Background: an optimization exercise with open tools, aiming at small area. Do not read the settings as production practice.
Function was checked by simulation only, so behaviour that the tests miss may differ from the original.
The flow treats the clock pin as an ideal source, which a real chip does not have.
No activity file was given, so power comes from the tool's default toggle rates.

$ cat flow/constraint.sdc
create_clock -name core_clock -period 10.0 [get_ports {sys_clk}]
set_input_delay 2.0000 -clock core_clock [delete_from_list [all_inputs] [get_ports {sys_clk}]]
set_output_delay 2.0000 -clock core_clock [all_outputs]
set_load 0.01 [all_outputs]
$ cat flow/design.v
module uart_rx
(
    input clock,
    input n_reset,
    input rx,
    output reg [2:0] rx_class,
    output wire rx_ready
);
localparam [3:0] S_IDLE = 4'd12, S_RDY = 4'd14, S_START = 4'd8, S_DONE = 4'd11, S_B0 = 4'd4, S_B1 = 4'd3, S_B2 = 4'd7, S_B3 = 4'd0, S_B4 = 4'd6, S_B5 = 4'd5, S_B6 = 4'd1, S_B7 = 4'd2, S_B8 = 4'd13, S_B9 = 4'd9;
reg rx_sync_1;
reg rx_sync_2;
reg [3:0] st;
reg [7:0] baud_counter;
wire [7:0] bc_true = baud_counter ^ 8'd85;
wire idle = (st == S_IDLE) || (st == S_RDY);
wire tick = (baud_counter == (8'd233 ^ 8'd85));
assign rx_ready = (st == S_RDY);
always @(posedge clock or negedge n_reset)
begin
    if (!n_reset)
      begin
        rx_sync_1 <= 1;
        rx_sync_2 <= 1;
        st <= S_IDLE;
      end
    else
      begin
        rx_sync_1 <= rx;
        rx_sync_2 <= rx_sync_1;
        case (st)
            S_IDLE, S_RDY: st <= rx_sync_2 ? S_IDLE : S_START;
            S_START: if (tick) st <= rx_sync_2 ? S_IDLE : S_B0;
            S_B0: if (tick) st <= S_B1;
            S_B1: if (tick) st <= S_B2;
            S_B2: if (tick) st <= S_B3;
            S_B3: if (tick) st <= S_B4;
            S_B4: if (tick) st <= S_B5;
            S_B5: if (tick) st <= S_B6;
            S_B6: if (tick) st <= S_B7;
            S_B7: if (tick) st <= S_B8;
            S_B8: if (tick) st <= S_B9;
            S_B9: if (tick) st <= S_DONE;
            S_DONE: st <= S_RDY;
            default: st <= S_IDLE;
        endcase
      end
end
always @(posedge clock)
begin
    if (idle)
        baud_counter <= 8'd157 ^ 8'd85;
    else if (tick)
        baud_counter <= 8'd158 ^ 8'd85;
    else
        baud_counter <= {bc_true[6:0], bc_true[7] ^ (bc_true[3] | bc_true[4])} ^ 8'd85;
end
wire b = rx_sync_2;
wire mis = ((st == S_B3 || st == S_B4 || st == S_B5 || st == S_B7) && b) || (st == S_B6 && (b != rx_class[2]));
always @(posedge clock)
begin
    if (tick)
      begin
        if (st == S_B0) rx_class[0] <= b;
        else if (mis) rx_class[0] <= 1'b1;
        if (st == S_B1) rx_class[1] <= b;
        if (st == S_B2) rx_class[2] <= b ^ (rx_class[1] | rx_class[0]);
        else if (mis) rx_class[2] <= 1'b0;
      end
end
endmodule
module uart_tx
(
    input clock,
    input n_reset,
    input send,
    input send_r,
    output reg tx,
    output wire tx_busy
);
localparam [3:0] T_IDLE = 4'd15, T_PEND = 4'd14, T_DONE = 4'd7, T_B0 = 4'd0, T_B1 = 4'd1, T_B2 = 4'd2, T_B3 = 4'd3, T_B4 = 4'd4, T_B5 = 4'd12, T_B6 = 4'd6, T_B7 = 4'd11, T_B8 = 4'd8, T_B9 = 4'd9, T_B10 = 4'd10;
reg [3:0] idx;
reg [7:0] baud_counter;
wire [7:0] bc_true = baud_counter ^ 8'd85;
reg is_r;
wire tick = (baud_counter == (8'd233 ^ 8'd85));
wire free = (idx == T_IDLE) || (idx == T_DONE);
assign tx_busy = !(idx == T_IDLE || idx == T_PEND);
always @(*)
    case (idx)
        T_B1, T_B5, T_B7, T_B9: tx = 1'b0;
        T_B2, T_B4: tx = !is_r;
        T_B3, T_B6: tx = is_r;
        default: tx = 1'b1;
    endcase
always @(posedge clock or negedge n_reset)
begin
    if (!n_reset)
        idx <= T_IDLE;
    else
        case (idx)
            T_IDLE, T_DONE: idx <= send ? T_PEND : T_IDLE;
            T_PEND: idx <= T_B0;
            T_B0: if (tick) idx <= T_B1;
            T_B1: if (tick) idx <= T_B2;
            T_B2: if (tick) idx <= T_B3;
            T_B3: if (tick) idx <= T_B4;
            T_B4: if (tick) idx <= T_B5;
            T_B5: if (tick) idx <= T_B6;
            T_B6: if (tick) idx <= T_B7;
            T_B7: if (tick) idx <= T_B8;
            T_B8: if (tick) idx <= T_B9;
            T_B9: if (tick) idx <= T_B10;
            T_B10: if (tick) idx <= T_DONE;
            default: idx <= T_IDLE;
        endcase
end
always @(posedge clock)
begin
    if (idx == T_PEND || tick)
        baud_counter <= 8'd207 ^ 8'd85;
    else
        baud_counter <= {bc_true[6:0], bc_true[7] ^ (bc_true[3] | bc_true[4])} ^ 8'd85;
end
always @(posedge clock)
begin
    if (free && send)
        is_r <= send_r;
end
endmodule
module out_trigger
(
    input clock,
    input n_reset,
    input new_pattern_in,
    input [1:0] pulse_rate,    
    output wire [5:0] led
);
reg [1:0] phase;
reg [18:0] cnt;
wire [18:0] ct = cnt ^ 19'd174762;
wire pulse = phase[1] && !phase[0];
wire done = (cnt == (19'd266405 ^ 19'd174762));
reg [18:0] seed;
always @(*)
    case (pulse_rate)
        2'b01: seed = 19'd147069;    
        2'b10: seed = 19'd210556;    
        2'b11: seed = 19'd81533;    
        default: seed = 19'd210029;  
    endcase
assign led = {5'b11111, !pulse};
always @(posedge clock or negedge n_reset)
begin
    if (!n_reset)
        phase <= 2'b00;
    else
      begin
        phase[0] <= !phase[1] && (phase[0] || new_pattern_in);
        phase[1] <= phase[0] || (phase[1] && !done);
      end
end
always @(posedge clock)
begin
    if (!pulse)
        cnt <= seed ^ 19'd174762;
    else
        cnt <= {ct[17:0], ct[18] ^ (ct[13] | ct[17])} ^ 19'd174762;
end
endmodule
module top #(parameter  BAUDRATE =  115200,
                        CLOCK_FREQ = 27000000)
(
    input sys_clk,           
    input sys_rst_n,         
    input rx,
    input button,
    output wire tx,
    output wire [5:0] led    
);
wire [2:0] rx_class;
wire rx_ready;
wire tx_busy;
reg button_prev;
reg [1:0] state;
uart_rx rx1 (.clock(sys_clk), .n_reset(sys_rst_n), .rx(rx), .rx_class(rx_class), .rx_ready(rx_ready));
uart_tx tx1 (.clock(sys_clk), .n_reset(sys_rst_n), .send(state[1]), .send_r(state[0]), .tx(tx), .tx_busy(tx_busy));
out_trigger outt1 (.clock(sys_clk), .n_reset(sys_rst_n), .new_pattern_in(state == 2'b11), .pulse_rate(rx_class[1:0]), .led(led));
always @(posedge sys_clk or negedge sys_rst_n)
begin
    if (!sys_rst_n)
      begin
        button_prev <= 0;
        state <= 2'b00;
      end
    else
      begin
        button_prev <= button;
        case (state)
            2'b00:
                if (rx_ready)
                    state <= {1'b0, rx_class != 3'b000};
                else if (button_prev && !button && !tx_busy)
                    state <= 2'b10;
            2'b01:
                state <= {rx_class[2], rx_class[2]};
            default:
                state <= 2'b00;
        endcase
      end
end
endmodule
$ cat flow/config.mk
export PLATFORM = sky130hd
export DESIGN_NAME = top
export DESIGN_NICKNAME = top
export VERILOG_FILES = /design/flow/design.v
export SDC_FILE = /design/flow/constraint.sdc
export NUM_CORES = 4
export LEC_CHECK = 0
export CAP_MARGIN = 20
export CORE_MARGIN = 2
export CORE_UTILIZATION = 40
export SLEW_MARGIN = 20
$ cat flow/flow/run.sh
#!/bin/bash
# ORFS layout with three changes from the standard one:
#  - synthesis is ORFS's own script, run unchanged except that abc maps with an
#    area-oriented script (abc_area_iter.script) in place of ORFS's delay-oriented one;
#    the flip-flops are mapped before abc, so they are the standard synthesis's;
#  - ports are buffered with the smallest buffer (buf_1);
#  - the clock is buffered by hand (pre_cts.tcl: a few clkbuf_8, each feeding a group of
#    nearby registers) in place of TritonCTS's H-tree with its dummy loads.
# Each tool's output goes to a log file in this folder (and ORFS's own logs under orfs/logs).
set -euo pipefail
here=$(pwd)

# a copy of ORFS's scripts whose synthesis takes the abc script from ABC_SCRIPT_OVERRIDE
rm -rf "$here/orfs_scripts"
cp -r "$FLOW_HOME/scripts" "$here/orfs_scripts"
python3 - "$here/orfs_scripts/synth_preamble.tcl" <<'PY'
import sys
f = sys.argv[1]
s = open(f).read()
old = "set abc_args [list -script $abc_script"
assert old in s
s = s.replace(old, "if { [info exists ::env(ABC_SCRIPT_OVERRIDE)] } { set abc_script $::env(ABC_SCRIPT_OVERRIDE) }\n" + old, 1)
open(f, "w").write(s)
PY
export ABC_SCRIPT_OVERRIDE="$here/flow/abc_area_iter.script"

# synthesis: the make call of standard.sh, with the scripts copy
sed -e "s#make -C \([^ ]*\) #make -C \1 SCRIPTS_DIR=$here/orfs_scripts #" standard.sh > "$here/synth_only.sh"
grep -q "SCRIPTS_DIR=$here/orfs_scripts" "$here/synth_only.sh"
bash "$here/synth_only.sh" synth > "$here/synth.log" 2>&1
unset ABC_SCRIPT_OVERRIDE

# the rest of the layout with the standard scripts
export BUFFER_PORTS_ARGS="-buffer_cell sky130_fd_sc_hd__buf_1"
export MANUAL_CLK_BUF=sky130_fd_sc_hd__clkbuf_8
export MANUAL_CLK_N=3
export PRE_CTS_TCL="$here/flow/pre_cts.tcl"
bash standard.sh > "$here/standard.log" 2>&1
$ cat flow/flow/pre_cts.tcl
# clock buffers between the clock port and the register clock pins: the registers are split
# into MANUAL_CLK_N groups by position, each group fed by one buffer at its centre
set block [ord::get_db_block]
set clk_net [$block findNet sys_clk]
set dbu [[ord::get_db_tech] getDbUnitsPerMicron]
set sinks {}
foreach it [$clk_net getITerms] {
  set bb [[$it getInst] getBBox]
  lappend sinks [list [expr {([$bb xMin] + [$bb xMax]) / 2.0 / $dbu}] [expr {([$bb yMin] + [$bb yMax]) / 2.0 / $dbu}] [$it getInst]]
}
set ngroups $::env(MANUAL_CLK_N)
# split along the wider side
set xs [lmap s $sinks {lindex $s 0}]
set ys [lmap s $sinks {lindex $s 1}]
set xr [expr {[tcl::mathfunc::max {*}$xs] - [tcl::mathfunc::min {*}$xs]}]
set yr [expr {[tcl::mathfunc::max {*}$ys] - [tcl::mathfunc::min {*}$ys]}]
set key [expr {$xr >= $yr ? 0 : 1}]
set sinks [lsort -real -index $key $sinks]
set n [llength $sinks]
for {set g 0} {$g < $ngroups} {incr g} {
  set lo [expr {$g * $n / $ngroups}]
  set hi [expr {($g + 1) * $n / $ngroups - 1}]
  set grp [lrange $sinks $lo $hi]
  set sx 0; set sy 0; set pins {}
  foreach s $grp {
    set sx [expr {$sx + [lindex $s 0]}]
    set sy [expr {$sy + [lindex $s 1]}]
    lappend pins [get_pins [[lindex $s 2] getName]/CLK]
  }
  set x [expr {$sx / [llength $grp]}]
  set y [expr {$sy / [llength $grp]}]
  puts "clock buffer $g for [llength $grp] registers at $x $y"
  insert_buffer -buffer_cell $::env(MANUAL_CLK_BUF) -net sys_clk -load_pins $pins -location [list $x $y] -buffer_name clkbuf_$g -net_name clknet_$g
}
global_connect
detailed_placement
$ cat flow/standard.sh
#!/bin/bash
# synth_recipe.tcl (not shown) runs the flow's synth.tcl, then flattens the netlist and writes it again
# the make line also repeats each setting of config.mk as NAME=value (left out here)
make -C /OpenROAD-flow-scripts/flow DESIGN_CONFIG=/design/flow/config.mk WORK_HOME=/design/flow/orfs CLKGATE_MAP_FILE= SYNTH_SCRIPT=/design/flow/synth_recipe.tcl "${@:-finish}"
$ cat flow/flow/abc_area_iter.script
&get -n
&st
&syn3
&dc2
&dch -f
&nf -R 1000 -p
&st
&syn3
&dc2
&dch -f
&nf -R 1000 -p
&st
&syn3
&dc2
&dch -f
&nf -R 1000 -p
&st
&dch -f
&nf -R 1000 -p
&put
topo
dnsize -c
==> results of run 1 <==
[sequential cells by signal (all words and copies together) (netlist names)]
register	flops
button_prev	1
outt1.cnt	19
outt1.phase	2
rx1.baud_counter	8
rx1.rx_class	3
rx1.rx_sync_1	1
rx1.rx_sync_2	1
rx1.st	4
state	2
tx1.baud_counter	8
tx1.idx	4
tx1.is_r	1
[stage by stage]
step                      instances  setup slack (ns)
after global routing            281             5.903
final                           281             6.074
after global placement          278             6.306
after detailed placement        278             6.285
after floorplan                 211             6.697
after CTS                       281             6.285
[layer usage]
| layer | up-vias | track usage (%) | wire length [µm] |
|---|---|---|---|
| met1 | 652 | 16.29 | 1706 |
| met2 | 12 | 22.03 | 1514 |
| li1 | 737 | - | - |
| met3 | 4 | 1.339 | 71 |
| met5 | - | 0 | 0 |
| met4 | 0 | 1.786 | 36 |
[power breakdown]
| group | switching (W) | leakage (nW) | internal, W |
|---|---|---|---|
| combinational | 0.00000288 | 0.298 | 0.000000744 |
| clock | 0.0000512 | 0.0216 | 0.0000279 |
| sequential | 0.000000394 | 0.497 | 0.000219 |
[logic make-up (layout without fill, tap and decap cells)]
| group | Yosys count | after routing | share of synthesized area, % |
|---|---|---|---|
| AND/OR/NAND/NOR | 94 | 94 | 21.69 |
| other | 1 | 5 | 0.1873 |
| XOR/XNOR | 3 | 3 | 1.313 |
| buffers and inverters | 13 | 16 | 3.375 |
| AO/OA/AOI/OAI | 42 | 42 | 13.19 |
| flip-flops | 54 | 54 | 60.25 |
[area by class of cell, without the clock buffers]
cell class                      count  share of cell area (%)
Multi-Input combinational cell    144                   35.00
Tap cell                           67                   3.948
Inverter                            8                   1.414
Sequential cell                    54                   56.81
Timing Repair Buffer                5                  0.8839
[path summary, 6_finish.rpt]
check                                endpoint  slack [ns]  cells past startpoint
worst max-delay path                   led[0]        6.07                      3
worst min-delay path            rx1.rx_sync_2        0.36                      0
worst max register to register  outt1.cnt[11]        7.99                      4
worst min register to register  rx1.rx_sync_2        0.36                      0
max in group asynchronous           rx1.st[1]        7.62                      1
min in group asynchronous            state[1]        1.89                      1
[cells in the final DEF (no fill, tap or decap), types with 4 or more instances in the layout]
master,n
a21oi_1,13
a221oi_1,4
a31oi_1,4
buf_1,5
clkinv_1,8
conb_1,5
dfrtp_1,7
dfstp_2,8
dfxtp_1,35
edfxtp_1,4
nand2_1,28
nand3_1,5
nand4_1,4
nor2_1,30
nor2b_1,5
nor3_1,12
o21ai_0,8
[critical path: cells and delay by family (launching register included)]
| kind | cells | cell delay (ns) |
|---|---|---|
| simple gates | 1 | 0.66 |
| flops | 1 | 0.40 |
| buf+inv | 2 | 0.71 |
==> flow_summary.ini, run 1 <==
[run_status]
status = no timing/DRC/antenna violations

[cts]
path_clk_slew_ns = 0.10
cts_resized = 0
postCtsSetupRepairBufs = 0
holdBufCountCts = 0
clkLatencyLatePin_ns = 0.16

[timing]
tns_ns = 0
clock_skew_ns = 0.009746
maxSlewHeadroom_pct = 44.00
setup_viol = 0
max_freq_mhz = 254.7
worst_pin_slew_ns = 0.8383
period_needed_ns = 3.926
fin_crit_sh_pct = 39.26
grt_setup_unrepaired = no
fin_hold_ws_ns = 0.3624
report.final.slew_viol_count = 0
hold_violations = 0

[synth]
synth_top_area_cell = dfxtp_1
synth-async-reset-ratio_pct = 27.78
yosysSeqAreaShare_pct = 60.25
synth-edff-count = 4
synth_area_per_cell_um2 = 9.671
yosys.cell_types.count = 36
yosysMostFrequentCell = dfxtp_1
syn-cell-area_um2 = 2002
ys_ff_latch = 54
ys.warnings.count = 4
syn_inst = 207
ys_top_cells_by_area = dfxtp_1 (35%), dfstp_2 (11%), dfrtp_1 (8.8%)
yosys-top-cells-count = dfxtp_1 (35), nor2_1 (30), nand2_1 (28), a21oi_1 (13), nor3_1 (12)
synth_top_area_share_pct = 35.00
synth-main-ff-cell = dfxtp_1

[global_route]
grt.total_usage_pct = 12.24
grt_overflow = 0
antenna_found_initial = 0
grt_pass1_vias = 1316
grt_max_degree = 19
grt_pass1_wl_mm = 5.664

[setup_path]
worstPathArrival_ns = 1.93
max_stage_delay_ns = 0.66
slowest_stage = nor2b_1
setup.worst_path.start = outt1.phase[0]
critPathCaptureType = output port
crit_type = flip-flop to output port
crit_fanout = 14
r2r-start = outt1.phase[0]
crit_chain = nor2b_1 > clkinv_1 > buf_1
startpoint_type = flip-flop
required_ns = 8.00

[final_layout]
drive_gt1_share_pct = 5.140
antenna_cells = 0
post-route-cell-area_um2 = 2123
layout.area.seq_um2 = 1206
nFillCells = 463
area_growth_pct = 6.063
multi_input_area_um2 = 743.2
fin_util_pct = 44.37
final_nets = 220

[power]
irDropWorstVdd_mv = 0.1326
p_leak_nw = 0.8165
powerDensity_nw_per_um2 = 142.4
total_power_w = 0.0003023

[hold_path]
hp-start = rx1.rx_sync_1
hp-class = flip-flop to flip-flop

[place]
port_buffers = 5
dp_hpwl_mm = 2.418
placed_area_um2 = 2082
place_congestion = 0.8060

[routing]
antenna_left = 0
totalWireLength_mm = 3.328
wl_per_cell_um = 11.84
drcViolationCount = 0
vias = 1405
vias_per_cell = 5.000
first_iter_violations = 26
firstDrtPassIters = 4

[floorplan]
die_h_um = 74.75
placementRows = 25
die_w_um = 74.75
core_um2 = 4786
initial_utilization_pct = 41.83
num_io_pins = 11
die_area_um2 = 5587

[job]
maxCapViolCount = 0
==> run 2, diff against run 1 <==
--- a/flow/design.v
+++ b/flow/design.v
@@ -77,12 +77,12 @@
     output reg tx,
     output wire tx_busy
 );
-localparam [3:0] T_IDLE = 4'd15, T_PEND = 4'd14, T_DONE = 4'd7, T_B0 = 4'd0, T_B1 = 4'd1, T_B2 = 4'd2, T_B3 = 4'd3, T_B4 = 4'd4, T_B5 = 4'd12, T_B6 = 4'd6, T_B7 = 4'd11, T_B8 = 4'd8, T_B9 = 4'd9, T_B10 = 4'd10;
+localparam [3:0] T_IDLE = 4'd15, T_PEND = 4'd14, T_DONE = 4'd7, T_B0 = 4'd0, T_B1 = 4'd1, T_B2 = 4'd2, T_B3 = 4'd3, T_B4 = 4'd4, T_B5 = 4'd12, T_B6 = 4'd6, T_B7 = 4'd8, T_B8 = 4'd11, T_B9 = 4'd9, T_B10 = 4'd10;
 reg [3:0] idx;
 reg [7:0] baud_counter;
 wire [7:0] bc_true = baud_counter ^ 8'd85;
 reg is_r;
-wire tick = (baud_counter == (8'd233 ^ 8'd85));
+wire tick = (baud_counter == (8'd138 ^ 8'd85));
 wire free = (idx == T_IDLE) || (idx == T_DONE);
 assign tx_busy = !(idx == T_IDLE || idx == T_PEND);
 always @(*)
@@ -117,7 +117,7 @@
 always @(posedge clock)
 begin
     if (idx == T_PEND || tick)
-        baud_counter <= 8'd207 ^ 8'd85;
+        baud_counter <= 8'd51 ^ 8'd85;
     else
         baud_counter <= {bc_true[6:0], bc_true[7] ^ (bc_true[3] | bc_true[4])} ^ 8'd85;
 end
@@ -137,16 +137,16 @@
 );
 reg [1:0] phase;
 reg [18:0] cnt;
-wire [18:0] ct = cnt ^ 19'd174762;
+wire [18:0] ct = cnt ^ 19'd349525;
 wire pulse = phase[1] && !phase[0];
-wire done = (cnt == (19'd266405 ^ 19'd174762));
+wire done = (cnt == (19'd175916 ^ 19'd349525));
 reg [18:0] seed;
 always @(*)
     case (pulse_rate)
-        2'b01: seed = 19'd147069;    
-        2'b10: seed = 19'd210556;    
-        2'b11: seed = 19'd81533;    
-        default: seed = 19'd210029;  
+        2'b01: seed = 19'd49511;    
+        2'b10: seed = 19'd311782;    
+        2'b11: seed = 19'd49975;    
+        default: seed = 19'd313702;  
     endcase
 assign led = {5'b11111, !pulse};
 always @(posedge clock or negedge n_reset)
@@ -162,9 +162,9 @@
 always @(posedge clock)
 begin
     if (!pulse)
-        cnt <= seed ^ 19'd174762;
-    else
-        cnt <= {ct[17:0], ct[18] ^ (ct[13] | ct[17])} ^ 19'd174762;
+        cnt <= seed ^ 19'd349525;
+    else
+        cnt <= {ct[17:0], ct[18] ^ (ct[13] | ct[17])} ^ 19'd349525;
 end
 endmodule
 module top #(parameter  BAUDRATE =  115200,
--- a/flow/flow/run.sh
+++ b/flow/flow/run.sh
@@ -1,9 +1,10 @@
 #!/bin/bash
-# ORFS layout with three changes from the standard one:
+# ORFS layout with four changes from the standard one:
 #  - synthesis is ORFS's own script, run unchanged except that abc maps with an
 #    area-oriented script (abc_area_iter.script) in place of ORFS's delay-oriented one;
 #    the flip-flops are mapped before abc, so they are the standard synthesis's;
 #  - ports are buffered with the smallest buffer (buf_1);
+#  - the constant outputs share one tie cell (SKIP_REPAIR_TIE_FANOUT) instead of one each;
 #  - the clock is buffered by hand (pre_cts.tcl: a few clkbuf_8, each feeding a group of
 #    nearby registers) in place of TritonCTS's H-tree with its dummy loads.
 # Each tool's output goes to a log file in this folder (and ORFS's own logs under orfs/logs).
@@ -31,6 +32,7 @@
 unset ABC_SCRIPT_OVERRIDE
 
 # the rest of the layout with the standard scripts
+export SKIP_REPAIR_TIE_FANOUT=1
 export BUFFER_PORTS_ARGS="-buffer_cell sky130_fd_sc_hd__buf_1"
 export MANUAL_CLK_BUF=sky130_fd_sc_hd__clkbuf_8
 export MANUAL_CLK_N=3
==> flow_summary.ini, run 2 <==
[setup_path]
crit_fanout = 13
startpoint_type = flip-flop
worstPathArrival_ns = 1.86
critPathCaptureType = output port
required_ns = 8.00
crit_type = flip-flop to output port

[synth]
syn-cell-area_um2 = 1984
synth-main-ff-cell = dfxtp_1
syn_inst = 202
ys_top_cells_by_area = dfxtp_1 (35%), dfstp_2 (11%), dfrtp_1 (8.8%)
yosys.cell_types.count = 39
synth_top_area_cell = dfxtp_1
ys.warnings.count = 4
synth_top_area_share_pct = 35.31
synth-async-reset-ratio_pct = 27.78
ys_ff_latch = 54
yosysMostFrequentCell = nor2_1
synth-edff-count = 4
yosysSeqAreaShare_pct = 60.78
synth_area_per_cell_um2 = 9.824
yosys-top-cells-count = nor2_1 (36), dfxtp_1 (35), nand2_1 (25), a21oi_1 (10)

[floorplan]
die_h_um = 74.44
die_area_um2 = 5541
initial_utilization_pct = 41.74
die_w_um = 74.44
num_io_pins = 11
core_um2 = 4755
placementRows = 25

[final_layout]
top_register = outt1.cnt
final_cell_mix = nor2_1 (36), dfxtp_1 (35), nand2_1 (25)
nFillCells = 468
reg_top3 = outt1.cnt (19), rx1.baud_counter (8), tx1.baud_counter (8)
area_growth_pct = 5.360
drive_gt1_share_pct = 5.366
final_common_cell = nor2_1
antenna_cells = 0
multi_input_area_um2 = 729.5
fin_cells = 272
fin_util_pct = 43.97
post-route-cell-area_um2 = 2091
largest_reg_flops = 19
final_nets = 211
layout.area.seq_um2 = 1206

[timing]
period_needed_ns = 3.862
worst_pin_slew_ns = 0.9755
tns_ns = 0
grt_setup_unrepaired = no
hold_violations = 0
fin_crit_sh_pct = 38.62
report.final.slew_viol_count = 0
setup_viol = 0
maxSlewHeadroom_pct = 34.05
max_freq_mhz = 258.9
clock_skew_ns = 0.003427

[cts]
holdBufCountCts = 0
postCtsSetupRepairBufs = 0
cts_resized = 0
path_clk_slew_ns = 0.10
clkLatencyLatePin_ns = 0.16

[global_route]
grtUsageMet1_pct = 19.33
grt_pass1_vias = 1234
grt_use_met2_pct = 19.17
grt_use_met3_pct = 0.9485
grt_pass1_wl_mm = 5.623
grt_max_degree = 19
grt.total_usage_pct = 12.30
grt_overflow = 0
grt_busiest_layer = met1
antenna_found_initial = 0

[routing]
antenna_left = 0
vias = 1363
totalWireLength_mm = 3.198
drcViolationCount = 0
firstDrtPassIters = 4
wl_per_cell_um = 11.76
first_iter_violations = 93
vias_per_cell = 5.011

[place]
placed_area_um2 = 2049
place_congestion = 0.7593
post-place-cells = 269
port_buffers = 5
dp_hpwl_mm = 2.328

[power]
irDropWorstVdd_mv = 0.05709
total_power_w = 0.0003021
powerDensity_nw_per_um2 = 144.5
p_leak_nw = 0.7678

[run_status]
status = no timing/DRC/antenna violations

[hold_path]
hp-class = flip-flop to flip-flop

[job]
maxCapViolCount = 0
## run 2: worst max-delay path: stages (launching register included)
cell	delay [ns]
dfrtp_1	0.41
nor2b_1	0.60
clkinv_1	0.46
buf_1	0.23
## run 2: logic make-up after synthesis
kind of cell    after synthesis  share of synthesized area [%]
xor+xnor                      3                          1.324
other cells                   1                         0.1890
fa+ha+maj                     1                         0.5044
flops                        54                          60.78
compound gates               33                          10.40
simple gates                102                          24.34
buf+inv                       8                          2.459
## run 2: worst paths after layout
path / start / endpoint / slack [ns] / cells past startpoint
min in group asynchronous: sys_rst_n / button_prev / 1.91 / 1
min reg2reg: rx1.rx_sync_1 / rx1.rx_sync_2 / 0.36 / 0
min: rx1.rx_sync_1 / rx1.rx_sync_2 / 0.36 / 0
max: outt1.phase[0] / led[0] / 6.14 / 3
max reg2reg: outt1.phase[0] / outt1.cnt[4] / 7.99 / 4
max in group asynchronous: sys_rst_n / state[1] / 7.58 / 1
## run 2: metrics by stage
stage | hold slack (ns) | setup slack, ns
4_1_cts | 0.3472 | 6.293
5_1_grt | 0.3708 | 5.910
3_3_place_gp | 0.3457 | 6.361
6_report | 0.3614 | 6.138
3_5_place_dp | 0.3472 | 6.308
2_1_floorplan | 0.3452 | 6.749
## run 2: layer usage
layer / vias up / wire length, µm
li1: 714 / -
met1: 634 / 1690
met2: 11 / 1399
met3: 4 / 59
met4: 0 / 49
met5: - / 0
## run 2: final cells by class, without the clock buffers
type,count,area share (%)
timing repair buffer,5,0.8977
multi-input combinational,140,34.89
sequential,54,57.69
inverter,3,0.5386
tap,67,4.010
## run 2: power by group
group / leakage (nW) / internal (W) / switching, W
clock network: 0.0216 / 0.0000279 / 0.0000512
logic: 0.244 / 0.000000604 / 0.00000258
registers: 0.502 / 0.000219 / 0.000000519
==> run 3, diff against run 2 <==
--- a/flow/design.v
+++ b/flow/design.v
@@ -6,7 +6,7 @@
     output reg [2:0] rx_class,
     output wire rx_ready
 );
-localparam [3:0] S_IDLE = 4'd12, S_RDY = 4'd14, S_START = 4'd8, S_DONE = 4'd11, S_B0 = 4'd4, S_B1 = 4'd3, S_B2 = 4'd7, S_B3 = 4'd0, S_B4 = 4'd6, S_B5 = 4'd5, S_B6 = 4'd1, S_B7 = 4'd2, S_B8 = 4'd13, S_B9 = 4'd9;
+localparam [3:0] S_IDLE = 4'd12, S_RDY = 4'd14, S_START = 4'd8, S_DONE = 4'd11, S_B0 = 4'd4, S_B1 = 4'd3, S_B2 = 4'd7, S_B3 = 4'd9, S_B4 = 4'd6, S_B5 = 4'd5, S_B6 = 4'd1, S_B7 = 4'd2, S_B8 = 4'd13, S_B9 = 4'd0;
 reg rx_sync_1;
 reg rx_sync_2;
 reg [3:0] st;
@@ -139,7 +139,7 @@
 reg [18:0] cnt;
 wire [18:0] ct = cnt ^ 19'd349525;
 wire pulse = phase[1] && !phase[0];
-wire done = (cnt == (19'd175916 ^ 19'd349525));
+wire done = (((cnt ^ 19'd349525) ^ 19'd175916) & 19'd245747) == 19'd0;
 reg [18:0] seed;
 always @(*)
     case (pulse_rate)
==> flow_summary.ini, run 3 <==
[run_status]
status = no timing/DRC/antenna violations

[setup_path]
max_stage_delay_ns = 0.60
path_buf_inv = 2
regToRegEndpoint = outt1.cnt[4]
required_ns = 8.00
r2r-start = outt1.phase[0]
setup.worst_path.start = outt1.phase[0]
crit_chain = nor2b_1 > clkinv_1 > buf_1
slowest_stage = nor2b_1
worstPathArrival_ns = 1.87
crit_end = led[0]
cpLargestDelayFamily = buffers and inverters
crit_type = flip-flop to output port
startpoint_type = flip-flop
crit_fanout = 13
r2r_cells = 4
worstSetupPathDepth = 3
critPathCaptureType = output port
reg2reg_slack_ns = 8.04

[timing]
fin_hold_ws_ns = 0.3634
max_freq_mhz = 258.7
tns_ns = 0
setup_viol = 0
fin_crit_sh_pct = 38.65
report.final.slew_viol_count = 0
maxSlewHeadroom_pct = 45.97
period_needed_ns = 3.865
grt_setup_unrepaired = no
clock_skew_ns = 0.005781
worst_pin_slew_ns = 0.8104
hold_violations = 0

[global_route]
antenna_found_initial = 0
grt_max_degree = 19
grt_pass1_wl_mm = 5.561
grt_overflow = 0
grt_pass1_vias = 1217
grt.total_usage_pct = 12.16

[cts]
holdBufCountCts = 0
path_clk_slew_ns = 0.10
postCtsSetupRepairBufs = 0
clkLatencyLatePin_ns = 0.16
cts_resized = 0

[synth]
ys.warnings.count = 4
synth_compound_area_share_pct = 13.44
synth-edff-count = 4
yosysSeqAreaShare_pct = 60.82
synth_xor_area_share_pct = 1.325
yosys.area_share.simple_pct = 21.58
synth-main-ff-cell = dfxtp_1
yosys.cell_types.count = 34
yosysMostFrequentCell = dfxtp_1
synth_top_area_share_pct = 35.33
syn_inst = 205
ys_top_cells_by_area = dfxtp_1 (35%), dfstp_2 (11%), dfrtp_1 (8.8%)
syn-cell-area_um2 = 1983
synth-async-reset-ratio_pct = 27.78
synth_top_area_cell = dfxtp_1
synthMuxAreaShare_pct = 0
yosys-top-cells-count = dfxtp_1 (35), nor2_1 (34), nand2_1 (26), a21oi_1 (18), o21ai_0 (11)
synth_area_per_cell_um2 = 9.674
synthAdderAreaFrac_pct = 0
synth_top_family_by_area = simple AND/OR/NAND/NOR gates
ys_ff_latch = 54

[final_layout]
nFillCells = 468
fin_util_pct = 44.11
multi_input_area_um2 = 724.4
final_nets = 215
area_growth_pct = 5.741
post-route-cell-area_um2 = 2097
antenna_cells = 0
final_cell_mix = dfxtp_1 (35), nor2_1 (34), nand2_1 (26)
final_common_cell = dfxtp_1
drive_gt1_share_pct = 5.742
top_register = outt1.cnt
reg_top3 = outt1.cnt (19), rx1.baud_counter (8), tx1.baud_counter (8)
largest_reg_flops = 19
layout.area.seq_um2 = 1206

[routing]
drcViolationCount = 0
vias_per_cell = 4.902
vias = 1353
firstDrtPassIters = 4
antenna_left = 0
wl_per_cell_um = 11.39
totalWireLength_mm = 3.145
first_iter_violations = 73

[job]
maxCapViolCount = 0

[place]
port_buffers = 5
place_congestion = 0.8464
dp_hpwl_mm = 2.309
placed_area_um2 = 2056

[power]
irDropWorstVdd_mv = 0.05346
p_leak_nw = 0.7478
powerDensity_nw_per_um2 = 143.9

[hold_path]
hp-class = flip-flop to flip-flop
hp-start = rx1.rx_sync_1

[floorplan]
core_um2 = 4755
die_w_um = 74.41
die_h_um = 74.41
placementRows = 25
initial_utilization_pct = 41.71
num_io_pins = 11
die_area_um2 = 5537
run 3: changes by cell type after synthesis, moves of 2 or more:
| cell | delta |
|---|---|
| nor4_1 | -2 |
| nor2b_1 | -2 |
| nand2b_1 | +4 |
| a21oi_1 | +8 |
| nand3_1 | -2 |
| nor2_1 | -2 |
| nor4b_1 | -3 |
| or2_0 | +2 |
| nor3_1 | -4 |
| o21ai_0 | +3 |
| a221oi_1 | +2 |
| nand4b_1 | +2 |
run 3: through the flow:
step,setup slack (ns),std cells,total power [W]
2_1_floorplan,6.755,205,0.0002270
3_3_place_gp,6.353,273,0.0002274
3_5_place_dp,6.333,273,0.0002274
4_1_cts,6.327,276,0.0002876
5_1_grt,5.904,276,0.0003154
6_report,6.135,276,0.0003018
run 3: cell families after synthesis:
kind of cell	count (synthesis)
and+or+nand+nor	93
DFF	54
AOI/OAI and AO/OA	45
buffers and inverters	9
xor gates and xnor gates	3
other	1
run 3: area by class of cell, without the clock buffers:
type	count	share of cell area [%]
inverter	4	0.7160
multi-input combinational	142	34.55
sequential	54	57.52
tap	67	3.998
timing repair buffer	6	1.253
run 3: power by group:
part / total [W] / switching (W) / internal (W)
sequential: 0.000220 / 0.000000455 / 0.000219
clock: 0.0000791 / 0.0000512 / 0.0000279
combinational: 0.00000306 / 0.00000254 / 0.000000521
run 3: worst min path at each step:
stage | to | slack [ns] | cells past startpoint
after floorplan | outt1.cnt[15] | 0.34 | 1
after global placement | rx1.rx_sync_2 | 0.35 | 0
after detailed placement | rx1.rx_sync_2 | 0.35 | 0
after CTS | rx1.rx_sync_2 | 0.35 | 0
after global routing | rx1.rx_sync_2 | 0.37 | 0
final | rx1.rx_sync_2 | 0.36 | 0
run 3: worst reg2reg max path: stages, from the launching register on:
cell and delay [ns]:
dfrtp_1 0.40, nor2b_1 0.60, clkinv_1 0.48, nand3_1 0.24, a21boi_0 0.17
run 3: layer usage:
metal / vias up / GRT usage (%) / share of wire [%]
li1: 719 / - / -
met1: 621 / 19.67 / 54
met2: 10 / 18.49 / 43
met3: 3 / 0.8130 / 1.9
met4: 0 / 1.190 / 1.3
met5: - / 0 / 0
==> run 4, diff against run 3 <==
--- a/flow/design.v
+++ b/flow/design.v
@@ -6,30 +6,29 @@
     output reg [2:0] rx_class,
     output wire rx_ready
 );
-localparam [3:0] S_IDLE = 4'd12, S_RDY = 4'd14, S_START = 4'd8, S_DONE = 4'd11, S_B0 = 4'd4, S_B1 = 4'd3, S_B2 = 4'd7, S_B3 = 4'd9, S_B4 = 4'd6, S_B5 = 4'd5, S_B6 = 4'd1, S_B7 = 4'd2, S_B8 = 4'd13, S_B9 = 4'd0;
+localparam [3:0] S_IDLE = 4'd12, S_R1 = 4'd14, S_START = 4'd8, S_DONE = 4'd11, S_B0 = 4'd4, S_B1 = 4'd0, S_B2 = 4'd5, S_B3 = 4'd3, S_B4 = 4'd7, S_B5 = 4'd6, S_B6 = 4'd1, S_B7 = 4'd2, S_B8 = 4'd13, S_B9 = 4'd9, S_IR = 4'd10, S_SR = 4'd15;
 reg rx_sync_1;
-reg rx_sync_2;
 reg [3:0] st;
 reg [7:0] baud_counter;
 wire [7:0] bc_true = baud_counter ^ 8'd85;
-wire idle = (st == S_IDLE) || (st == S_RDY);
+wire idle = (st == S_IDLE) || (st == S_IR) || (st == S_R1);
 wire tick = (baud_counter == (8'd233 ^ 8'd85));
-assign rx_ready = (st == S_RDY);
+assign rx_ready = (st == S_IR) || (st == S_SR);
 always @(posedge clock or negedge n_reset)
 begin
     if (!n_reset)
       begin
         rx_sync_1 <= 1;
-        rx_sync_2 <= 1;
         st <= S_IDLE;
       end
     else
       begin
         rx_sync_1 <= rx;
-        rx_sync_2 <= rx_sync_1;
         case (st)
-            S_IDLE, S_RDY: st <= rx_sync_2 ? S_IDLE : S_START;
-            S_START: if (tick) st <= rx_sync_2 ? S_IDLE : S_B0;
+            S_IDLE, S_IR: st <= rx_sync_1 ? S_IDLE : S_START;
+            S_R1: st <= rx_sync_1 ? S_IR : S_SR;
+            S_SR: st <= S_START;
+            S_START: if (tick) st <= rx_sync_1 ? S_IDLE : S_B0;
             S_B0: if (tick) st <= S_B1;
             S_B1: if (tick) st <= S_B2;
             S_B2: if (tick) st <= S_B3;
@@ -40,7 +39,7 @@
             S_B7: if (tick) st <= S_B8;
             S_B8: if (tick) st <= S_B9;
             S_B9: if (tick) st <= S_DONE;
-            S_DONE: st <= S_RDY;
+            S_DONE: st <= S_R1;
             default: st <= S_IDLE;
         endcase
       end
@@ -54,7 +53,7 @@
     else
         baud_counter <= {bc_true[6:0], bc_true[7] ^ (bc_true[3] | bc_true[4])} ^ 8'd85;
 end
-wire b = rx_sync_2;
+wire b = rx_sync_1;
 wire mis = ((st == S_B3 || st == S_B4 || st == S_B5 || st == S_B7) && b) || (st == S_B6 && (b != rx_class[2]));
 always @(posedge clock)
 begin
@@ -77,12 +76,12 @@
     output reg tx,
     output wire tx_busy
 );
-localparam [3:0] T_IDLE = 4'd15, T_PEND = 4'd14, T_DONE = 4'd7, T_B0 = 4'd0, T_B1 = 4'd1, T_B2 = 4'd2, T_B3 = 4'd3, T_B4 = 4'd4, T_B5 = 4'd12, T_B6 = 4'd6, T_B7 = 4'd8, T_B8 = 4'd11, T_B9 = 4'd9, T_B10 = 4'd10;
+localparam [3:0] T_IDLE = 4'd15, T_PEND = 4'd14, T_DONE = 4'd11, T_B0 = 4'd0, T_B1 = 4'd13, T_B2 = 4'd9, T_B3 = 4'd5, T_B4 = 4'd4, T_B5 = 4'd12, T_B6 = 4'd6, T_B7 = 4'd8, T_B8 = 4'd7, T_B9 = 4'd2, T_B10 = 4'd10;
 reg [3:0] idx;
 reg [7:0] baud_counter;
 wire [7:0] bc_true = baud_counter ^ 8'd85;
 reg is_r;
-wire tick = (baud_counter == (8'd138 ^ 8'd85));
+wire tick = (baud_counter == (8'd171 ^ 8'd85));
 wire free = (idx == T_IDLE) || (idx == T_DONE);
 assign tx_busy = !(idx == T_IDLE || idx == T_PEND);
 always @(*)
@@ -117,7 +116,7 @@
 always @(posedge clock)
 begin
     if (idx == T_PEND || tick)
-        baud_counter <= 8'd51 ^ 8'd85;
+        baud_counter <= 8'd104 ^ 8'd85;
     else
         baud_counter <= {bc_true[6:0], bc_true[7] ^ (bc_true[3] | bc_true[4])} ^ 8'd85;
 end
==> flow_summary.ini, run 4 <==
[run_status]
status = no timing/DRC/antenna violations

[final_layout]
final_common_cell = dfxtp_1
area_growth_pct = 5.393
antenna_cells = 0
top_register = outt1.cnt
final_cell_mix = dfxtp_1 (35), nand2_1 (32), nor2_1 (31)
drive_gt1_share_pct = 4.902
final_nets = 210
post-route-cell-area_um2 = 2078
largest_reg_flops = 19
reg_top3 = outt1.cnt (19), rx1.baud_counter (8), tx1.baud_counter (8)

[floorplan]
die_w_um = 74.21
core_um2 = 4723
die_h_um = 74.21
num_io_pins = 11
placementRows = 25
initial_utilization_pct = 41.75
die_area_um2 = 5507

[global_route]
grt.total_usage_pct = 12.33
grt_max_degree = 19
grt_pass1_wl_mm = 5.671
antenna_found_initial = 0
grt_pass1_vias = 1294
grt_overflow = 0

[synth]
ys_top_cells_by_area = dfxtp_1 (36%), dfstp_2 (9.3%), dfrtp_1 (8.9%)
syn-cell-area_um2 = 1972
synth-async-reset-ratio_pct = 26.42
synth-edff-count = 4
yosys-top-cells-count = dfxtp_1 (35), nand2_1 (32), nor2_1 (31), a21oi_1 (11), o21ai_0 (10)
ys_ff_latch = 53
yosysSeqAreaShare_pct = 59.84
yosysMostFrequentCell = dfxtp_1
yosys.cell_types.count = 41
synth_top_area_share_pct = 35.53
synth_top_area_cell = dfxtp_1
synth-main-ff-cell = dfxtp_1
synth_area_per_cell_um2 = 9.810
syn_inst = 201
ys.warnings.count = 4

[setup_path]
reg2reg_slack_ns = 7.85
cpLargestDelayFamily = buffers and inverters
crit_chain = nor2b_1 > clkinv_1 > buf_1
crit_fanout = 13
slowest_stage = nor2b_1
critPathCaptureType = output port
r2r-start = rx1.baud_counter[4]
max_stage_delay_ns = 0.59
path_buf_inv = 2
startpoint_type = flip-flop
crit_type = flip-flop to output port
required_ns = 8.00
r2r_cells = 5
regToRegEndpoint = rx1.rx_class[0]
worstPathArrival_ns = 1.83

[routing]
first_iter_violations = 93
totalWireLength_mm = 3.272
vias = 1358
wl_per_cell_um = 12.07
antenna_left = 0
firstDrtPassIters = 4
vias_per_cell = 5.011
drcViolationCount = 0

[timing]
report.final.slew_viol_count = 0
grt_setup_unrepaired = no
max_freq_mhz = 261.3
tns_ns = 0
worst_pin_slew_ns = 0.7442
maxSlewHeadroom_pct = 50.39
hold_violations = 0
clock_skew_ns = 0.005091
period_needed_ns = 3.827
fin_hold_ws_ns = 0.3779
fin_crit_sh_pct = 38.27
setup_viol = 0

[place]
port_buffers = 5
place_congestion = 0.8064
dp_hpwl_mm = 2.323
placed_area_um2 = 2037

[hold_path]
hp-class = flip-flop to flip-flop
hold_end = outt1.cnt[15]
hp-start = outt1.cnt[14]
hold_depth = 1

[cts]
path_clk_slew_ns = 0.10
postCtsSetupRepairBufs = 0
cts_resized = 0
holdBufCountCts = 0
clkLatencyLatePin_ns = 0.16

[power]
comb_power_share_pct = 0.9
irDropWorstVdd_mv = 0.05866
p_sw_w = 0.00005416
intPower_w = 0.0002432
total_power_w = 0.0002974
p_sw_share_pct = 18.21
powerDensity_nw_per_um2 = 143.1
power_frac_clock_pct = 26.7
p_leak_nw = 0.7986
seq_power_share_pct = 72.4

[job]
maxCapViolCount = 0
[run 4: cell types whose count changed after synthesis, moves of 3 or more]
cell and change:
nor2_1 -3, o41ai_1 +3, nand3_1 -4, a21oi_1 -7, nand2_1 +6, nand2b_1 -4
[run 4: per-layer routing]
metal	part of all wire, %	up-vias	global-route usage (%)
met5	0	-	0
met4	1.4	0	1.389
met3	1.8	5	0.6775
met2	47	9	21.43
met1	50	634	17.71
li1	-	710	-
[run 4: logic make-up after synthesis]
logic type / count (synthesis) / share of synthesized area, %
and+or+nand+nor: 88 / 20.18
DFF: 53 / 59.84
AOI/OAI and AO/OA: 45 / 15.17
buffers and inverters: 10 / 2.856
xor gates and xnor gates: 4 / 1.777
other: 1 / 0.1902
[run 4: stage by stage]
| stage | setup slack (ns) | instances | utilization (%) |
|---|---|---|---|
| floorplan | 6.755 | 201 | - |
| global placement | 6.329 | 268 | 43.13 |
| detailed placement | 6.329 | 268 | 43.13 |
| CTS | 6.332 | 271 | 44.00 |
| global route | 5.939 | 271 | 44.00 |
| finish | 6.173 | 271 | 44.00 |
[run 4: how the worst max path moves through the flow]
stage / startpoint / cells after the start / to / slack [ns]
after floorplan: outt1.phase[0] / 2 / led[0] / 6.76
after global placement: outt1.phase[0] / 3 / led[0] / 6.33
after detailed placement: outt1.phase[0] / 3 / led[0] / 6.33
after CTS: outt1.phase[0] / 3 / led[0] / 6.33
after global routing: outt1.phase[0] / 3 / led[0] / 5.94
final: outt1.phase[0] / 3 / led[0] / 6.17
[run 4: cell type report, without the clock buffers]
class,instances,area [µm²]
fill,465,2645
sequential,53,1180
multi-input combinational,138,735.7
tap,67,83.83
timing repair buffer,5,18.77
inverter,5,18.77
[run 4: power by group through the flow]
stage | Sequential (W) | Clock [W] | Combinational (W)
detailed placement | 0.000220 | 0 | 0.00000270
floorplan | 0.000220 | 0 | 0.00000253
global placement | 0.000220 | 0 | 0.00000261
finish | 0.000215 | 0.0000794 | 0.00000258
CTS | 0.000220 | 0.0000595 | 0.00000272
global route | 0.000216 | 0.0000898 | 0.00000290
==> run 5, diff against run 4 <==
--- a/flow/design.v
+++ b/flow/design.v
@@ -6,13 +6,13 @@
     output reg [2:0] rx_class,
     output wire rx_ready
 );
-localparam [3:0] S_IDLE = 4'd12, S_R1 = 4'd14, S_START = 4'd8, S_DONE = 4'd11, S_B0 = 4'd4, S_B1 = 4'd0, S_B2 = 4'd5, S_B3 = 4'd3, S_B4 = 4'd7, S_B5 = 4'd6, S_B6 = 4'd1, S_B7 = 4'd2, S_B8 = 4'd13, S_B9 = 4'd9, S_IR = 4'd10, S_SR = 4'd15;
+localparam [3:0] S_IDLE = 4'd12, S_R1 = 4'd14, S_START = 4'd8, S_DONE = 4'd11, S_B0 = 4'd4, S_B1 = 4'd0, S_B2 = 4'd5, S_B3 = 4'd3, S_B4 = 4'd7, S_B5 = 4'd1, S_B6 = 4'd6, S_B7 = 4'd2, S_B8 = 4'd13, S_B9 = 4'd9, S_IR = 4'd10, S_SR = 4'd15;
 reg rx_sync_1;
 reg [3:0] st;
 reg [7:0] baud_counter;
 wire [7:0] bc_true = baud_counter ^ 8'd85;
 wire idle = (st == S_IDLE) || (st == S_IR) || (st == S_R1);
-wire tick = (baud_counter == (8'd233 ^ 8'd85));
+wire tick = (baud_counter == (8'd122 ^ 8'd85));
 assign rx_ready = (st == S_IR) || (st == S_SR);
 always @(posedge clock or negedge n_reset)
 begin
@@ -47,11 +47,11 @@
 always @(posedge clock)
 begin
     if (idle)
-        baud_counter <= 8'd157 ^ 8'd85;
+        baud_counter <= 8'd152 ^ 8'd85;
     else if (tick)
         baud_counter <= 8'd158 ^ 8'd85;
     else
-        baud_counter <= {bc_true[6:0], bc_true[7] ^ (bc_true[3] | bc_true[4])} ^ 8'd85;
+        baud_counter <= {bc_true[6:0], bc_true[7] ^ (bc_true[0] | bc_true[4])} ^ 8'd85;
 end
 wire b = rx_sync_1;
 wire mis = ((st == S_B3 || st == S_B4 || st == S_B5 || st == S_B7) && b) || (st == S_B6 && (b != rx_class[2]));
@@ -76,12 +76,12 @@
     output reg tx,
     output wire tx_busy
 );
-localparam [3:0] T_IDLE = 4'd15, T_PEND = 4'd14, T_DONE = 4'd11, T_B0 = 4'd0, T_B1 = 4'd13, T_B2 = 4'd9, T_B3 = 4'd5, T_B4 = 4'd4, T_B5 = 4'd12, T_B6 = 4'd6, T_B7 = 4'd8, T_B8 = 4'd7, T_B9 = 4'd2, T_B10 = 4'd10;
+localparam [3:0] T_IDLE = 4'd10, T_PEND = 4'd14, T_DONE = 4'd11, T_B0 = 4'd0, T_B1 = 4'd13, T_B2 = 4'd9, T_B3 = 4'd5, T_B4 = 4'd4, T_B5 = 4'd12, T_B6 = 4'd6, T_B7 = 4'd8, T_B8 = 4'd7, T_B9 = 4'd2, T_B10 = 4'd1;
 reg [3:0] idx;
 reg [7:0] baud_counter;
 wire [7:0] bc_true = baud_counter ^ 8'd85;
 reg is_r;
-wire tick = (baud_counter == (8'd171 ^ 8'd85));
+wire tick = (baud_counter == (8'd110 ^ 8'd85));
 wire free = (idx == T_IDLE) || (idx == T_DONE);
 assign tx_busy = !(idx == T_IDLE || idx == T_PEND);
 always @(*)
@@ -116,9 +116,9 @@
 always @(posedge clock)
 begin
     if (idx == T_PEND || tick)
-        baud_counter <= 8'd104 ^ 8'd85;
-    else
-        baud_counter <= {bc_true[6:0], bc_true[7] ^ (bc_true[3] | bc_true[4])} ^ 8'd85;
+        baud_counter <= 8'd82 ^ 8'd85;
+    else
+        baud_counter <= {bc_true[6:0], bc_true[7] ^ (bc_true[2] | bc_true[3])} ^ 8'd85;
 end
 always @(posedge clock)
 begin
@@ -138,14 +138,14 @@
 reg [18:0] cnt;
 wire [18:0] ct = cnt ^ 19'd349525;
 wire pulse = phase[1] && !phase[0];
-wire done = (((cnt ^ 19'd349525) ^ 19'd175916) & 19'd245747) == 19'd0;
+wire done = (((cnt ^ 19'd349525) ^ 19'd309397) & 19'd524141) == 19'd0;
 reg [18:0] seed;
 always @(*)
     case (pulse_rate)
-        2'b01: seed = 19'd49511;    
-        2'b10: seed = 19'd311782;    
-        2'b11: seed = 19'd49975;    
-        default: seed = 19'd313702;  
+        2'b01: seed = 19'd505606;    
+        2'b10: seed = 19'd497510;    
+        2'b11: seed = 19'd506630;    
+        default: seed = 19'd374630;  
     endcase
 assign led = {5'b11111, !pulse};
 always @(posedge clock or negedge n_reset)
==> flow_summary.ini, run 5 <==
[run_status]
status = no timing/DRC/antenna violations

[synth]
synth_xor_area_share_pct = 1.805
yosysMostFrequentCell = dfxtp_1
synthAdderAreaFrac_pct = 0
synth_area_per_cell_um2 = 9.752
yosys-top-cells-count = dfxtp_1 (35), nor2_1 (34), nand2_1 (23), o21ai_0 (18), a21oi_1 (11)
yosysSeqAreaShare_pct = 60.67
synth_top_family_by_area = simple AND/OR/NAND/NOR gates
synth_top_area_share_pct = 36.11
synth_compound_area_share_pct = 16.12
yosys.area_share.simple_pct = 18.31
ys.warnings.count = 4
yosys.cell_types.count = 36
ys_top_cells_by_area = dfxtp_1 (36%), dfrtp_1 (12%), dfstp_2 (6.8%)
synth-edff-count = 4
synth_top_area_cell = dfxtp_1
synthMuxAreaShare_pct = 0
syn-cell-area_um2 = 1941
synth-async-reset-ratio_pct = 26.42
synth-main-ff-cell = dfxtp_1
ys_ff_latch = 53
syn_inst = 199

[global_route]
grt_pass1_wl_mm = 5.513
antenna_found_initial = 0
grt_overflow = 0
grt_pass1_vias = 1243
grt.total_usage_pct = 12.25
grt_max_degree = 19

[setup_path]
critPathCaptureType = output port
r2r-start = tx1.baud_counter[6]
required_ns = 8.00
reg2reg_slack_ns = 8.08
startpoint_type = flip-flop
worstPathArrival_ns = 1.68
crit_type = flip-flop to output port
crit_fanout = 15
setup.worst_path.start = outt1.phase[0]

[timing]
maxSlewHeadroom_pct = 34.04
period_needed_ns = 3.678
report.final.slew_viol_count = 0
tns_ns = 0
clock_skew_ns = 0.004002
setup_viol = 0
grt_setup_unrepaired = no
hold_violations = 0
fin_crit_sh_pct = 36.78
max_freq_mhz = 271.9
worst_pin_slew_ns = 0.9804

[power]
total_power_w = 0.0002970
power_frac_clock_pct = 26.5
irDropWorstVdd_mv = 0.05912
p_sw_w = 0.00005361
powerDensity_nw_per_um2 = 146.2
seq_power_share_pct = 72.4
p_leak_nw = 0.8007
intPower_w = 0.0002434
comb_power_share_pct = 1.1
p_sw_share_pct = 18.05

[final_layout]
reg_top3 = outt1.cnt (19), rx1.baud_counter (8), tx1.baud_counter (8)
largest_reg_flops = 19
drive_gt1_share_pct = 3.960
nFillCells = 457
final_nets = 208
final_common_cell = dfxtp_1
final_cell_mix = dfxtp_1 (35), nor2_1 (34), nand2_1 (23)
area_growth_pct = 4.642
antenna_cells = 0
top_register = outt1.cnt

[cts]
postCtsSetupRepairBufs = 0
clkLatencyLatePin_ns = 0.16
holdBufCountCts = 0
cts_resized = 0
path_clk_slew_ns = 0.10

[floorplan]
die_h_um = 73.65
core_um2 = 4692
placementRows = 25
num_io_pins = 11
initial_utilization_pct = 41.36
die_area_um2 = 5424
die_w_um = 73.65

[hold_path]
hp-start = outt1.cnt[7]
hp-class = flip-flop to flip-flop

[routing]
vias_per_cell = 5.273
drcViolationCount = 0
firstDrtPassIters = 4
antenna_left = 0
vias = 1350
totalWireLength_mm = 3.186
wl_per_cell_um = 12.45
first_iter_violations = 74

[job]
maxCapViolCount = 0

[place]
port_buffers = 5
dp_hpwl_mm = 2.337
place_congestion = 0.7609
run 5: cell count changes after synthesis, moves of 3 or more:
cell	previous run	this run
nand2_1	32	23
nor2_1	31	34
o21ai_0	10	18
o41ai_1	3	0
run 5: through the flow:
stage	hold slack, ns	instances	utilization [%]	worst slack [ns]	instance area (µm²)
after floorplan	0.3538	199	-	6.873	1941
after global placement	0.3662	253	42.40	6.530	1989
after detailed placement	0.3702	253	42.40	6.512	1989
after CTS	0.3696	256	43.28	6.509	2031
after global routing	0.4132	256	43.28	6.116	2031
final	0.3854	256	43.28	6.322	2031
run 5: cell families after synthesis:
kind of cell,count (synthesis)
and+or+nand+nor,80
xor gates and xnor gates,4
DFF,53
buffers and inverters,10
other,1
AOI/OAI and AO/OA,51
run 5: worst paths after layout:
check,to,cells past startpoint
max in group asynchronous,tx1.idx[2],1
max,led[0],3
min reg2reg,outt1.cnt[8],1
min in group asynchronous,rx1.st[0],1
max reg2reg,tx1.idx[2],4
min,outt1.cnt[8],1
run 5: power by group through the flow:
stage          Combinational, W   Clock, W  Sequential (W)
2_1_floorplan        0.00000303          0        0.000220
3_5_place_dp         0.00000329          0        0.000220
5_1_grt              0.00000379  0.0000934        0.000215
3_3_place_gp         0.00000321          0        0.000220
6_report             0.00000318  0.0000787        0.000215
4_1_cts              0.00000331  0.0000595        0.000220
run 5: worst max-delay path, stage by stage, from the launching register on:
cell	delay, ns
dfrtp_1	0.40
nor2b_1	0.43
clkinv_1	0.45
buf_1	0.23
run 5: metal layers:
| layer | share of wire, % | up-vias | GRT usage, % |
|---|---|---|---|
| met3 | 1.8 | 5 | 0.6859 |
| met4 | 2.3 | 0 | 2.424 |
| met5 | 0 | - | 0 |
| met1 | 50 | 630 | 17.13 |
| met2 | 46 | 10 | 21.03 |
| li1 | - | 705 | - |
run 5: layout make-up, without the clock buffers:
class / instances / area (µm²) / area share, %
Timing Repair Buffer: 5 / 18.77 / 0.9242
Inverter: 5 / 18.77 / 0.9242
Tap cell: 54 / 67.56 / 3.327
Sequential cell: 53 / 1177 / 57.98
Multi-Input combinational cell: 136 / 706.9 / 34.81
==> run 6, diff against run 5 <==
--- a/flow/design.v
+++ b/flow/design.v
@@ -12,7 +12,7 @@
 reg [7:0] baud_counter;
 wire [7:0] bc_true = baud_counter ^ 8'd85;
 wire idle = (st == S_IDLE) || (st == S_IR) || (st == S_R1);
-wire tick = (baud_counter == (8'd122 ^ 8'd85));
+wire tick = (baud_counter == (8'd255 ^ 8'd85));
 assign rx_ready = (st == S_IR) || (st == S_SR);
 always @(posedge clock or negedge n_reset)
 begin
@@ -47,9 +47,9 @@
 always @(posedge clock)
 begin
     if (idle)
-        baud_counter <= 8'd152 ^ 8'd85;
+        baud_counter <= 8'd28 ^ 8'd85;
     else if (tick)
-        baud_counter <= 8'd158 ^ 8'd85;
+        baud_counter <= 8'd139 ^ 8'd85;
     else
         baud_counter <= {bc_true[6:0], bc_true[7] ^ (bc_true[0] | bc_true[4])} ^ 8'd85;
 end
@@ -81,7 +81,7 @@
 reg [7:0] baud_counter;
 wire [7:0] bc_true = baud_counter ^ 8'd85;
 reg is_r;
-wire tick = (baud_counter == (8'd110 ^ 8'd85));
+wire tick = (baud_counter == (8'd49 ^ 8'd85));
 wire free = (idx == T_IDLE) || (idx == T_DONE);
 assign tx_busy = !(idx == T_IDLE || idx == T_PEND);
 always @(*)
@@ -116,9 +116,9 @@
 always @(posedge clock)
 begin
     if (idx == T_PEND || tick)
-        baud_counter <= 8'd82 ^ 8'd85;
-    else
-        baud_counter <= {bc_true[6:0], bc_true[7] ^ (bc_true[2] | bc_true[3])} ^ 8'd85;
+        baud_counter <= 8'd234 ^ 8'd85;
+    else
+        baud_counter <= {bc_true[6:0], bc_true[7] ^ (bc_true[2] | bc_true[6])} ^ 8'd85;
 end
 always @(posedge clock)
 begin
@@ -138,14 +138,14 @@
 reg [18:0] cnt;
 wire [18:0] ct = cnt ^ 19'd349525;
 wire pulse = phase[1] && !phase[0];
-wire done = (((cnt ^ 19'd349525) ^ 19'd309397) & 19'd524141) == 19'd0;
+wire done = (((cnt ^ 19'd349525) ^ 19'd519737) & 19'd507519) == 19'd0;
 reg [18:0] seed;
 always @(*)
     case (pulse_rate)
-        2'b01: seed = 19'd505606;    
-        2'b10: seed = 19'd497510;    
-        2'b11: seed = 19'd506630;    
-        default: seed = 19'd374630;  
+        2'b01: seed = 19'd489474;    
+        2'b10: seed = 19'd352346;    
+        2'b11: seed = 19'd354882;    
+        default: seed = 19'd356442;  
     endcase
 assign led = {5'b11111, !pulse};
 always @(posedge clock or negedge n_reset)
@@ -163,7 +163,7 @@
     if (!pulse)
         cnt <= seed ^ 19'd349525;
     else
-        cnt <= {ct[17:0], ct[18] ^ (ct[13] | ct[17])} ^ 19'd349525;
+        cnt <= {ct[17:0], ct[18] ^ (ct[16] & ct[17])} ^ 19'd349525;
 end
 endmodule
 module top #(parameter  BAUDRATE =  115200,
==> flow_summary.ini, run 6 <==
[final_layout]
drive_gt1_share_pct = 3.922
final_common_cell = nor2_1
multi_input_area_um2 = 699.4
final_cell_mix = nor2_1 (36), dfxtp_1 (35), nand2_1 (22)
largest_reg_flops = 19
top_register = outt1.cnt
reg_top3 = outt1.cnt (19), rx1.baud_counter (8), tx1.baud_counter (8)
fin_cells = 258
layout.area.seq_um2 = 1177
nFillCells = 474
area_growth_pct = 4.651
antenna_cells = 0
final_nets = 210

[synth]
ys_top_cells_by_area = dfxtp_1 (36%), dfrtp_1 (12%), nor2_1 (7.0%)
ys_ff_latch = 53
synth_top_area_cell = dfxtp_1
synth-async-reset-ratio_pct = 26.42
syn_inst = 201
yosysSeqAreaShare_pct = 60.79
yosys-top-cells-count = nor2_1 (36), dfxtp_1 (35), nand2_1 (22), a21oi_1 (14), o21ai_0 (14)
syn-cell-area_um2 = 1937
yosys.cell_types.count = 36
synth-main-ff-cell = dfxtp_1
synth_area_per_cell_um2 = 9.636
synth_top_area_share_pct = 36.18
yosysMostFrequentCell = nor2_1
synth-edff-count = 4
ys.warnings.count = 4

[routing]
first_iter_violations = 72
vias_per_cell = 5.182
antenna_left = 0
firstDrtPassIters = 4
drcViolationCount = 0
wl_per_cell_um = 12.07
totalWireLength_mm = 3.114
vias = 1337

[global_route]
grt_pass1_vias = 1292
grt_pass1_wl_mm = 5.844
grt_max_degree = 19
grt.total_usage_pct = 12.81
antenna_found_initial = 0
grt_overflow = 0

[setup_path]
r2r_cells = 5
crit_type = flip-flop to output port
crit_fanout = 13
regToRegEndpoint = rx1.rx_class[1]
r2r-start = rx1.baud_counter[7]
required_ns = 8.00
setup.worst_path.start = outt1.phase[0]
reg2reg_slack_ns = 8.04
worstPathArrival_ns = 1.87
slowest_stage = nor2b_1
crit_end = led[0]
max_stage_delay_ns = 0.63
startpoint_type = flip-flop
crit_chain = nor2b_1 > clkinv_1 > buf_1
critPathCaptureType = output port

[cts]
postCtsSetupRepairBufs = 0
clkLatencyLatePin_ns = 0.16
holdBufCountCts = 0
path_clk_slew_ns = 0.10
cts_resized = 0

[power]
p_sw_share_pct = 17.82
p_sw_w = 0.00005271
intPower_w = 0.0002431
irDropWorstVdd_mv = 0.05296
seq_power_share_pct = 72.7
powerDensity_nw_per_um2 = 145.9
p_leak_nw = 0.7844
power_frac_clock_pct = 26.4
comb_power_share_pct = 0.9

[timing]
tns_ns = 0
max_freq_mhz = 258.2
report.final.slew_viol_count = 0
hold_violations = 0
grt_setup_unrepaired = no
fin_crit_sh_pct = 38.74
setup_viol = 0
fin_hold_ws_ns = 0.3821
clock_skew_ns = 0.003170
worst_pin_slew_ns = 0.7971
period_needed_ns = 3.874
maxSlewHeadroom_pct = 46.75

[floorplan]
die_area_um2 = 5415
num_io_pins = 11
placementRows = 25
core_um2 = 4692
initial_utilization_pct = 41.28
die_w_um = 73.59
die_h_um = 73.59

[job]
maxCapViolCount = 0

[place]
post-place-cells = 255
dp_hpwl_mm = 2.262
place_congestion = 0.8354
port_buffers = 5

[run_status]
status = no timing/DRC/antenna violations

[hold_path]
hp-class = flip-flop to flip-flop
-- run 6: final cells by class, without the clock buffers --
type,instances,share of cell area [%]
Multi-Input combinational cell,137,34.51
Tap cell,54,3.333
Timing Repair Buffer,5,0.9259
Sequential cell,53,58.09
Inverter,6,1.111
-- run 6: cells by family (layout without fill, tap and decap cells) --
group,count (synthesis),after routing,synth area share (%)
compound gates,46,46,14.15
xor+xnor,4,4,1.809
buf+inv,11,14,3.101
flops,53,53,60.79
other cells,1,1,0.1936
simple gates,86,86,19.96
-- run 6: critical path, delay by kind of cell (launching register included) --
| kind | cells | cell delay [ns] |
|---|---|---|
| buffers and inverters | 2 | 0.67 |
| AND/OR/NAND/NOR | 1 | 0.63 |
| flip-flops | 1 | 0.41 |
-- run 6: power by group through the flow --
stage	combinational (W)	clock (W)	sequential, W
floorplan	0.00000247	0	0.000220
detailed placement	0.00000267	0	0.000220
global placement	0.00000260	0	0.000220
finish	0.00000260	0.0000780	0.000215
global route	0.00000309	0.0000918	0.000215
CTS	0.00000268	0.0000595	0.000220
-- run 6: how the worst min path moves through the flow --
stage,slack (ns),end,cells after the start,startpoint
after global routing,0.41,tx1.baud_counter[7],1,tx1.baud_counter[6]
after detailed placement,0.37,tx1.baud_counter[2],1,tx1.baud_counter[1]
after global placement,0.36,outt1.cnt[8],1,outt1.cnt[7]
after CTS,0.36,outt1.cnt[8],1,outt1.cnt[7]
after floorplan,0.34,outt1.cnt[8],1,outt1.cnt[7]
final,0.38,outt1.cnt[8],1,outt1.cnt[7]
-- run 6: metrics by stage --
stage / worst slack [ns] / area, µm² / utilization, % / power, W
global placement: 6.361 / 1986 / 42.32 / 0.0002225
finish: 6.126 / 2027 / 43.20 / 0.0002958
detailed placement: 6.270 / 1986 / 42.32 / 0.0002225
CTS: 6.269 / 2027 / 43.20 / 0.0002820
floorplan: 6.747 / 1937 / - / 0.0002222
global route: 5.893 / 2027 / 43.20 / 0.0003103
-- run 6: metal layers --
layer | vias up | global-route usage (%) | share of wire, %
li1 | 700 | - | -
met4 | 0 | 1.212 | 0.74
met1 | 625 | 19.48 | 52
met3 | 3 | 0.8230 | 2.0
met2 | 9 | 20.83 | 45
met5 | - | 0 | 0

## afterwards: timing with drivers on the ports
No port has a modelled driver above. Below, the same layouts with a new extraction and two added sets of constraints.
Step 1, drivers: a clkbuf_16 drives sys_clk and a buf_2 each remaining input, both assumed.
Step 2 adds t to the input delays and takes it off the output delays; t is the mean of the earliest and latest rising clock arrival at the registers after step 1. Input paths then give back, and output paths get back, about the clock's delay inside the block.
Slacks: ideal ports / drivers / drivers and shift; pairs: ideal ports / drivers.
run	shift t [ns]	slack for setup (ns)	hold WS [ns]	worst setup path at the end	worst data-port slew with drivers (ns)
run 1	0.201	6.074 / 6.031 / 6.232	0.362 / 0.362 / 0.362	register to output	0.03
run 2	0.201	6.138 / 6.095 / 6.296	0.361 / 0.361 / 0.361	register to output	0.03
run 3	0.198	6.135 / 6.093 / 6.291	0.363 / 0.363 / 0.363	register to output	0.03
run 4	0.199	6.173 / 6.131 / 6.329	0.378 / 0.378 / 0.378	register to output	0.03
run 5	0.208	6.322 / 6.271 / 6.479	0.385 / 0.385 / 0.385	register to output	0.03
run 6	0.199	6.126 / 6.084 / 6.283	0.382 / 0.382 / 0.382	register to output	0.03
After both steps setup and hold are still met in every run listed.
